Context: an optimization exercise on an open-source flow, tuned for small area and a short achievable clock period. The choices shown serve that exercise and are no tape-out recipe.
At most, simulation tests tie the RTL to the original design; equivalence was not proved.

==> flow/design.v (excerpt) <==
module ntt_block_radix2_pipelined (
    input  logic         clk,
    input  logic         reset,
    input  logic         data_valid_in,
    input  logic         iNTT_mode,
    input  logic [127:0] Data_in,
    output logic [127:0] Data_out,
    output logic         data_valid_out,
    output logic         mode_out
);
    logic n1, n2, n3, n4, n5, n6, n7, n8, n9, n10, n11, n12, n13, n14, n15, n16;
    logic n17, n18, n19, n20, n21, n22, n23, n24, n25, n26, n27, n28, n29, n30, n31, n32;
    logic n33, n34, n35, n36, n37, n38, n39, n40, n41, n42, n43, n44, n45, n46, n47, n48;
    logic n49, n50, n51, n52, n53, n54, n55, n56, n57, n58, n59, n60, n61, n62, n63, n64;
    logic n65, n66, n67, n68, n69, n70, n71, n72, n73, n74, n75, n76, n77, n78, n79, n80;
    logic n81, n82, n83, n84, n85, n86, n87, n88, n89, n90, n91, n92, n93, n94, n95, n96;
    logic n97, n98, n99, n100, n101, n102, n103, n104, n105, n106, n107, n108, n109, n110, n111, n112;
    logic n113, n114, n115, n116, n117, n118, n119, n120, n121, n122, n123, n124, n125, n126, n127, n128;
    logic n129, n130, n131, n132, n133, n134, n135, n136, n137, n138, n139, n140, n141, n142, n143, n144;
  ...
clock: 65.0 ns
lec_check: 0
cap_margin: 20
core_margin: 2
core_utilization: 60
slew_margin: 20
synth_hierarchical: 1
synth_minimum_keep_size: 0
standard.sh (not shown) runs the stock make flow with config.mk's settings and CLKGATE_MAP_FILE= SYNTH_SCRIPT=/design/flow/synth_recipe.tcl, a recipe that flattens the netlist after the stock synthesis.
==> flow/flow/run.sh <==
#!/bin/bash
# Standard ORFS layout of the standard synthesis. Differences from the default flow:
# ports are buffered with buf_1 and the output-port buffers are then resized to buf_2
# (flow/post_gpl.tcl), and the CTS sink clustering is set explicitly.
set -o pipefail
bash standard.sh "POST_GLOBAL_PLACE_TCL=$PWD/flow/post_gpl.tcl" "BUFFER_PORTS_ARGS=-buffer_cell sky130_fd_sc_hd__buf_1"  "CTS_CLUSTER_SIZE=30" "CTS_CLUSTER_DIAMETER=150" finish > standard.log 2>&1
==> flow/flow/post_gpl.tcl <==
# The standard port buffering used buf_1 on every port; give the output ports a buf_2 instead.
set block [ord::get_db_block]
foreach bterm [$block getBTerms] {
  if {[$bterm getIoType] ne "OUTPUT"} { continue }
  set net [$bterm getNet]
  if {$net eq "NULL"} { continue }
  foreach iterm [$net getITerms] {
    if {![$iterm isOutputSignal]} { continue }
    set inst [$iterm getInst]
    if {[[$inst getMaster] getName] eq "sky130_fd_sc_hd__buf_1"} {
      replace_cell [get_cells [$inst getName]] sky130_fd_sc_hd__buf_2
    }
  }
}
Rerun with:
--- a/flow/flow/run.sh
+++ b/flow/flow/run.sh
@@ -6 +6 @@
-bash standard.sh "POST_GLOBAL_PLACE_TCL=$PWD/flow/post_gpl.tcl" "BUFFER_PORTS_ARGS=-buffer_cell sky130_fd_sc_hd__buf_1"  "CTS_CLUSTER_SIZE=30" "CTS_CLUSTER_DIAMETER=150" finish > standard.log 2>&1
+bash standard.sh "POST_GLOBAL_PLACE_TCL=$PWD/flow/post_gpl.tcl" "BUFFER_PORTS_ARGS=-buffer_cell sky130_fd_sc_hd__buf_1"  "CTS_CLUSTER_SIZE=20" "CTS_CLUSTER_DIAMETER=100" finish > standard.log 2>&1
- CORE_UTILIZATION: 60 -> 45
Effect:
- The new run finished clean
- cell area grows by 2.5%
- critical path depth does not change
- synthesized area stays the same
- utilization shrinks by 15 points
Rerun with:
==> flow/flow/run.sh (replaced) <==
#!/bin/bash
# Standard ORFS layout with the standard synthesis; only port-buffer cells and CTS clustering differ.
set -o pipefail
bash standard.sh "POST_GLOBAL_PLACE_TCL=$PWD/flow/post_gpl.tcl" "BUFFER_PORTS_ARGS=-buffer_cell sky130_fd_sc_hd__buf_1" "CTS_CLUSTER_SIZE=30" "CTS_CLUSTER_DIAMETER=150" finish > standard.log 2>&1
The changed run passed the timing, design-rule and antenna checks.
Synthesized cell count stays the same.
Setup slack gets worse by 0.011 ns.
Routed wire length fell by about 0.5%.
Final area falls by 1.3%.
Non-clock buffer count stays the same.
Critical path depth is unchanged.
Hold slack gets better by 0.0070 ns.
Rerun with:
==> flow/flow/run.sh (replaced) <==
#!/bin/bash
# Standard ORFS layout of the standard synthesis. Differences from the default flow:
# ports are buffered with buf_1 and the output-port buffers are then resized to buf_2
# (flow/post_gpl.tcl), and the CTS sink clustering is set explicitly.
set -o pipefail
bash standard.sh "POST_GLOBAL_PLACE_TCL=$PWD/flow/post_gpl.tcl" "BUFFER_PORTS_ARGS=-buffer_cell sky130_fd_sc_hd__buf_1"  "CTS_ARGS=-sink_clustering_enable -repair_clock_nets -sink_clustering_size 30 -sink_clustering_max_diameter 150 -sink_clustering_levels 1" finish > standard.log 2>&1
- CORE_UTILIZATION: 45 -> 55
Effect:
- The changed run finished clean
- hold slack stays flat
- via count decreases by 0.89%
- design area came out lower by 0.82%

* * *

Setup of P:
ntt_block_radix2_pipelined, a different RTL version from the one above (not shown whole).
For scale: roughly 2100 cells after synthesis, about 540 flip-flops, roughly 260 I/O pins, ~30000 µm² of cells after synthesis.
==> flow/design.v (excerpt) <==
module ntt_block_radix2_pipelined (
    input  logic         clk,
    input  logic         reset,
    input  logic         data_valid_in,
    input  logic         iNTT_mode,
    input  logic [127:0] Data_in,
    output logic [127:0] Data_out,
    output logic         data_valid_out,
    output logic         mode_out
);
export LEC_CHECK = 0
export CAP_MARGIN = 20
export CORE_MARGIN = 2
export CORE_UTILIZATION = 45
export SLEW_MARGIN = 20
export SYNTH_HIERARCHICAL = 1
export SYNTH_MINIMUM_KEEP_SIZE = 0
create_clock -name core_clock -period 65.0 [get_ports {clk}]
==> flow/flow/run.sh <==
#!/bin/bash
# Standard ORFS layout with the standard synthesis; only port-buffer cells and CTS clustering differ.
set -o pipefail
bash standard.sh "PRE_GLOBAL_PLACE_TCL=$PWD/flow/pre_gpl.tcl" "BUFFER_PORTS_ARGS=-inputs -buffer_cell sky130_fd_sc_hd__buf_1" "CTS_CLUSTER_SIZE=30" "CTS_CLUSTER_DIAMETER=150" finish > standard.log 2>&1
==> flow/flow/pre_gpl.tcl <==
# Buffer the outputs with buf_2 before the standard flow buffers the (remaining) input ports.
buffer_ports -outputs -buffer_cell sky130_fd_sc_hd__buf_2
P finished every step from synthesis to the final layout, and the layout passed the timing, design-rule and antenna checks.
Modified inputs, Q compared to P
- SYNTH_MINIMUM_KEEP_SIZE: 0 -> unset
- SYNTH_HIERARCHICAL: 1 -> unset
==> flow/flow/run.sh <==
#!/bin/bash
# Standard ORFS layout with the standard synthesis; only port-buffer cells and CTS clustering differ.
set -o pipefail
bash standard.sh "POST_GLOBAL_PLACE_TCL=$PWD/flow/post_gpl.tcl" "BUFFER_PORTS_ARGS=-buffer_cell sky130_fd_sc_hd__buf_1" "CTS_CLUSTER_SIZE=30" "CTS_CLUSTER_DIAMETER=150" finish > standard.log 2>&1
==> flow/flow/post_gpl.tcl (new file) <==
# The standard port buffering used buf_1 on every port; give the output ports a buf_2 instead.
foreach port [get_ports -quiet *] {
  if {[get_property $port direction] ne "output"} { continue }
  set net [get_nets -quiet -of_objects $port]
  if {$net eq ""} { continue }
  foreach pin [get_pins -quiet -of_objects $net -filter "direction==output"] {
    set inst [get_cells -of_objects $pin]
    if {[get_property $inst ref_name] eq "sky130_fd_sc_hd__buf_1"} {
      replace_cell $inst sky130_fd_sc_hd__buf_2
    }
  }
}
removed: flow/flow/pre_gpl.tcl
### Flow results
- Re count of distinct cell types in the synthesized netlist: P was higher than Q.
- In Q the effective utilization at floorplan turned out 0.18 points higher than in P.
- Delta (Q minus P): sequential cell area fraction in the yosys report shows a reduction of 2.5 points, number of instances in the synthesized netlist saw an increase, flip-flop and latch count after synthesis barely changed.
- Q vs. P: average instance area after synthesis went down 1.9 µm², width of the chip grew by 9.2 µm, number of rows created at floorplan picked up an extra 3, post-synth net total went up about 18%, area of the mapped netlist saw an increase.
- P did not stop at any stage, and its layout met the timing, design-rule and antenna checks.
- In the summary table, Q is marked failed, with error STA-0100 raised in global placement (3_3_place_gp).
> inputs changed (Q -> R)
- SYNTH_HIERARCHICAL newly set to 1
- SYNTH_MINIMUM_KEEP_SIZE newly set to 0
==> flow/flow/run.sh <==
#!/bin/bash
# Standard ORFS layout with the standard synthesis; only placement/CTS options differ.
set -o pipefail
bash standard.sh  "BUFFER_PORTS_ARGS=-buffer_cell sky130_fd_sc_hd__buf_2" "CTS_CLUSTER_SIZE=30" "CTS_CLUSTER_DIAMETER=150" finish > standard.log 2>&1
removed: flow/flow/post_gpl.tcl
Every stage of the flow completed for R, and the final layout passed the timing, design-rule and antenna checks. Run status, Q: aborted in global placement (3_3_place_gp), error STA-0100. Count of distinct cell types in the synthesized netlist (higher): R. Relative to Q, the x dimension of the die measured on R has decreased by a few percent. R against Q; number of nets in the synthesized netlist is down by more than 10%. Comparing Q against R, there is no change at all in number of enable flip-flop cells after synthesis. The synthesized cell count in Q is 1.2 times that in R. Of R and Q, Q shows the lower simple-gate portion of the synthesized area, with R above it. The post-synthesis share of cell area spent on xor and xnor gates of R and that of Q are within noise of each other. Measured against each other, R and Q differ in compound-cell area share of the yosys netlist, the lower figure coming from Q.
No run of this note included a check of the RTL's function; only the layout flow was run.

* * *

ntt_block_radix2_pipelined, a different RTL version from the one above (not shown whole).
For scale: ~2100 cells after synthesis, ~540 flip-flops, roughly 260 I/O pins, ~0.029 mm2 of cells after synthesis.
clock: 65.0 ns
lec_check: 0
cap_margin: 20
core_margin: 2
core_utilization: 55
slew_margin: 20
synth_hierarchical: 1
synth_minimum_keep_size: 0
==> flow/flow/run.sh <==
#!/bin/bash
# Standard ORFS layout of the standard synthesis. Differences from the default flow:
# ports are buffered with buf_1
# and the CTS sink clustering is set explicitly.
set -o pipefail
bash standard.sh "BUFFER_PORTS_ARGS=-buffer_cell sky130_fd_sc_hd__buf_1"  "CTS_CLUSTER_SIZE=30" "CTS_CLUSTER_DIAMETER=130" finish > standard.log 2>&1
Edit:
==> flow/flow/run.sh (replaced) <==
#!/bin/bash
# Standard ORFS layout of the standard synthesis. Differences from the default flow:
# ports are buffered with buf_1
# and the CTS sink clustering is set explicitly.
set -o pipefail
bash standard.sh "BUFFER_PORTS_ARGS=-buffer_cell sky130_fd_sc_hd__buf_1"  "CTS_CLUSTER_SIZE=30" "CTS_CLUSTER_DIAMETER=150" finish > standard.log 2>&1
The changed run passed the timing, design-rule and antenna checks.
Global-route usage is unchanged.
Via count is unchanged.
Utilization is unchanged.
Synthesized area stays the same.
Maximum frequency does not change.
Final area stays the same.
Non-clock buffer count does not change.
Clock-buffer cell count does not change.

* * *

Another version of the RTL of ntt_block_radix2_pipelined (not shown whole).
Size: ~2,100 cells after synthesis, roughly 540 flip-flops, about 260 I/O pins.
==> flow/config.mk <==
export PLATFORM = sky130hd
export DESIGN_NAME = ntt_block_radix2_pipelined
export DESIGN_NICKNAME = ntt_block_radix2_pipelined
export VERILOG_FILES = /design/flow/design.v
export SDC_FILE = /design/flow/constraint.sdc
export NUM_CORES = 4
export LEC_CHECK = 0
export CAP_MARGIN = 20
export CORE_MARGIN = 2
export CORE_UTILIZATION = 55
export SLEW_MARGIN = 20
export SYNTH_HIERARCHICAL = 1
export SYNTH_MINIMUM_KEEP_SIZE = 0
==> flow/constraint.sdc <==
create_clock -name core_clock -period 65.0 [get_ports {clk}]
set_input_delay 13.0000 -clock core_clock [delete_from_list [all_inputs] [get_ports {clk}]]
set_output_delay 13.0000 -clock core_clock [all_outputs]
set_load 0.01 [all_outputs]
==> flow/flow/run.sh <==
#!/bin/bash
# Standard ORFS layout of the standard synthesis. Differences from the default flow:
# ports are buffered with buf_1 and the output-port buffers are then resized to buf_2
# (flow/post_gpl.tcl), and the CTS sink clustering is set explicitly.
set -o pipefail
bash standard.sh "POST_GLOBAL_PLACE_TCL=$PWD/flow/post_gpl.tcl" "BUFFER_PORTS_ARGS=-buffer_cell sky130_fd_sc_hd__buf_1"  "CTS_CLUSTER_SIZE=30" "CTS_CLUSTER_DIAMETER=150" finish > standard.log 2>&1
==> flow/flow/post_gpl.tcl <==
# The standard port buffering used buf_1 on every port; give the output ports a buf_2 instead.
set block [ord::get_db_block]
foreach bterm [$block getBTerms] {
  if {[$bterm getIoType] ne "OUTPUT"} { continue }
  set net [$bterm getNet]
  if {$net eq "NULL"} { continue }
  foreach iterm [$net getITerms] {
    if {![$iterm isOutputSignal]} { continue }
    set inst [$iterm getInst]
    if {[[$inst getMaster] getName] eq "sky130_fd_sc_hd__buf_1"} {
      replace_cell [get_cells [$inst getName]] sky130_fd_sc_hd__buf_2
    }
  }
}
The starting point finished with timing, DRC and antenna clean.
Edit:
==> flow/flow/run.sh (replaced) <==
#!/bin/bash
# Standard ORFS layout of the standard synthesis. Differences from the default flow:
# ports are buffered with buf_1
# and the CTS sink clustering is set explicitly.
set -o pipefail
bash standard.sh "BUFFER_PORTS_ARGS=-buffer_cell sky130_fd_sc_hd__buf_1"  "CTS_CLUSTER_SIZE=30" "CTS_CLUSTER_DIAMETER=150" finish > standard.log 2>&1
removed: flow/flow/post_gpl.tcl
Via count went up by 0.66%.
Die area does not change.
Non-clock buffer count stays the same.

* * *

Setup of beta:
ntt_block_radix2_pipelined, a different RTL version from the one above (not shown whole).
Size: roughly 2100 cells after synthesis, ~540 flip-flops, ~260 I/O pins.
// ntt_block_radix2_pipelined
module ntt_block_radix2_pipelined (
    input  logic         clk,
    input  logic         reset,
    input  logic         data_valid_in,
    input  logic         iNTT_mode,
    input  logic [127:0] Data_in,
    output logic [127:0] Data_out,
    output logic         data_valid_out,
    output logic         mode_out
);
export LEC_CHECK = 0
export CAP_MARGIN = 20
export CORE_MARGIN = 2
export CORE_UTILIZATION = 45
export SLEW_MARGIN = 20
export SYNTH_HIERARCHICAL = 1
export SYNTH_MINIMUM_KEEP_SIZE = 0
create_clock -name core_clock -period 65.0 [get_ports {clk}]
==> flow/flow/run.sh <==
#!/bin/bash
# Standard ORFS layout with the standard synthesis; only placement/CTS options differ.
set -o pipefail
bash standard.sh  "BUFFER_PORTS_ARGS=-buffer_cell sky130_fd_sc_hd__buf_2" "CTS_CLUSTER_SIZE=30" "CTS_CLUSTER_DIAMETER=150" finish > standard.log 2>&1
Both conditions hold for beta: the flow ran to the end and the final layout passed the timing, design-rule and antenna checks.
Modified inputs, delta compared to beta
==> flow/flow/run.sh <==
#!/bin/bash
# Standard ORFS layout with the standard synthesis; only placement/CTS options differ.
set -o pipefail
bash standard.sh  "BUFFER_PORTS_ARGS=-buffer_cell sky130_fd_sc_hd__buf_2" "CTS_CLUSTER_SIZE=24" "CTS_CLUSTER_DIAMETER=120" finish > standard.log 2>&1
==> comparison <==
delta closes out successfully: all stages finished, all timing, DRC and antenna checks passed.
The run with more setup slack is beta; delta has less.
Wire length of the first global-routing pass essentially unchanged between delta and beta.
The final critical path time including I/O delays and setup of delta was inferior to that of beta.
Comparing sequential share of layout area for beta and delta, the smaller number came from delta.
Looking at beta and delta, the maximum frequency is a wash.
beta has lower number of global-route vias before repair than delta.

* * *

ntt_block_radix2_pipelined with an RTL version that a note above also has.
Size in the first run: roughly 2100 cells after synthesis, ~540 flip-flops, about 260 I/O pins, ~29000 um^2 of cells after synthesis.
==> flow/config.mk <==
export PLATFORM = sky130hd
export DESIGN_NAME = ntt_block_radix2_pipelined
export DESIGN_NICKNAME = ntt_block_radix2_pipelined
export VERILOG_FILES = /design/flow/design.v
export SDC_FILE = /design/flow/constraint.sdc
export NUM_CORES = 4
export LEC_CHECK = 0
export CAP_MARGIN = 20
export CORE_MARGIN = 2
export CORE_UTILIZATION = 55
export SLEW_MARGIN = 20
export SYNTH_HIERARCHICAL = 1
export SYNTH_MINIMUM_KEEP_SIZE = 0
==> flow/constraint.sdc <==
create_clock -name core_clock -period 65.0 [get_ports {clk}]
set_input_delay 13.0000 -clock core_clock [delete_from_list [all_inputs] [get_ports {clk}]]
set_output_delay 13.0000 -clock core_clock [all_outputs]
set_load 0.01 [all_outputs]
==> flow/flow/run.sh <==
#!/bin/bash
# Standard ORFS layout of the standard synthesis. Differences from the default flow:
# ports are buffered with buf_1 and the output-port buffers are then resized to buf_2
# (flow/post_gpl.tcl), and the CTS sink clustering is set explicitly.
set -o pipefail
bash standard.sh "POST_GLOBAL_PLACE_TCL=$PWD/flow/post_gpl.tcl" "BUFFER_PORTS_ARGS=-buffer_cell sky130_fd_sc_hd__buf_1"  "CTS_CLUSTER_SIZE=30" "CTS_CLUSTER_DIAMETER=150" finish > standard.log 2>&1
==> flow/flow/post_gpl.tcl <==
# The standard port buffering used buf_1 on every port; give the output ports a buf_2 instead.
set block [ord::get_db_block]
foreach bterm [$block getBTerms] {
  if {[$bterm getIoType] ne "OUTPUT"} { continue }
  set net [$bterm getNet]
  if {$net eq "NULL"} { continue }
  foreach iterm [$net getITerms] {
    if {![$iterm isOutputSignal]} { continue }
    set inst [$iterm getInst]
    if {[[$inst getMaster] getName] eq "sky130_fd_sc_hd__buf_1"} {
      replace_cell [get_cells [$inst getName]] sky130_fd_sc_hd__buf_2
    }
  }
}
The first run finished clean.
Change:
==> flow/flow/run.sh (replaced) <==
#!/bin/bash
# Standard ORFS layout of the standard synthesis. Differences from the default flow:
# ports are buffered with buf_1
# and the CTS sink clustering is set explicitly.
set -o pipefail
bash standard.sh "BUFFER_PORTS_ARGS=-buffer_cell sky130_fd_sc_hd__buf_1"  "CTS_CLUSTER_SIZE=28" "CTS_CLUSTER_DIAMETER=140" finish > standard.log 2>&1
removed: flow/flow/post_gpl.tcl
Outcome: The changed run finished with timing, DRC and antenna clean. Clock-buffer cell count climbs by 2. Setup slack got worse by 0.023 ns. Via count climbs by 0.38%.

## static timing again, ports no longer ideal
The results above use ideal ports. As a check the final layouts listed here were re-extracted and re-timed, cells and wires unchanged. Step 1 (the two cells are an assumption about what drives the block):
set clk [get_ports {clk}]
set_driving_cell -lib_cell sky130_fd_sc_hd__clkbuf_16 $clk
set_driving_cell -lib_cell sky130_fd_sc_hd__buf_2 [delete_from_list [all_inputs] $clk]
Step 2 adds t to the input delays and takes it off the output delays; t is the mean of the earliest and latest rising clock arrival at the registers after step 1. Input paths then give back, and output paths get back, about the clock's delay inside the block. a / b / c = no drivers / after step 1 / after step 2; a / b = the first two.
| run | t, ns | setup WS [ns] | hold slack, ns | clock arrival spread, ns |
|---|---|---|---|---|
| the first run of note 1 | 0.633 | 50.951 / 50.890 / 51.471 | 0.340 / 0.340 / 0.340 | 0.049 / 0.049 |
| the second run of note 1 | 0.621 | 50.963 / 50.906 / 51.462 | 0.333 / 0.333 / 0.333 | 0.020 / 0.020 |
| the third run of note 1 | 0.623 | 50.953 / 50.896 / 51.472 | 0.340 / 0.340 / 0.340 | 0.021 / 0.021 |
| the fourth run of note 1 | 0.621 | 50.959 / 50.900 / 51.402 | 0.339 / 0.339 / 0.339 | 0.014 / 0.015 |
| P | 0.668 | 50.982 / 50.916 / 51.419 | 0.335 / 0.335 / 0.335 | 0.028 / 0.028 |
| R | 0.647 | 50.899 / 50.835 / 51.414 | 0.338 / 0.338 / 0.338 | 0.018 / 0.019 |
| the first run of note 3 | 0.659 | 50.888 / 50.829 / 51.299 | 0.340 / 0.340 / 0.340 | 0.043 / 0.042 |
| the second run of note 3 | 0.659 | 50.888 / 50.829 / 51.299 | 0.340 / 0.340 / 0.340 | 0.043 / 0.042 |
| the first run of note 4 | 0.631 | 50.944 / 50.882 / 51.419 | 0.339 / 0.339 / 0.339 | 0.014 / 0.014 |
| the second run of note 4 | 0.631 | 50.911 / 50.850 / 51.425 | 0.338 / 0.338 / 0.338 | 0.022 / 0.023 |
| beta | 0.651 | 50.900 / 50.841 / 51.491 | 0.359 / 0.359 / 0.359 | 0.045 / 0.045 |
| delta | 0.678 | 50.887 / 50.828 / 51.506 | 0.354 / 0.354 / 0.354 | 0.032 / 0.032 |
| the first run of note 6 | 0.651 | 50.929 / 50.868 / 51.339 | 0.341 / 0.341 / 0.341 | 0.034 / 0.034 |
| the second run of note 6 | 0.649 | 50.906 / 50.842 / 51.270 | 0.338 / 0.338 / 0.338 | 0.033 / 0.034 |
After both steps setup and hold are still met in every run listed.
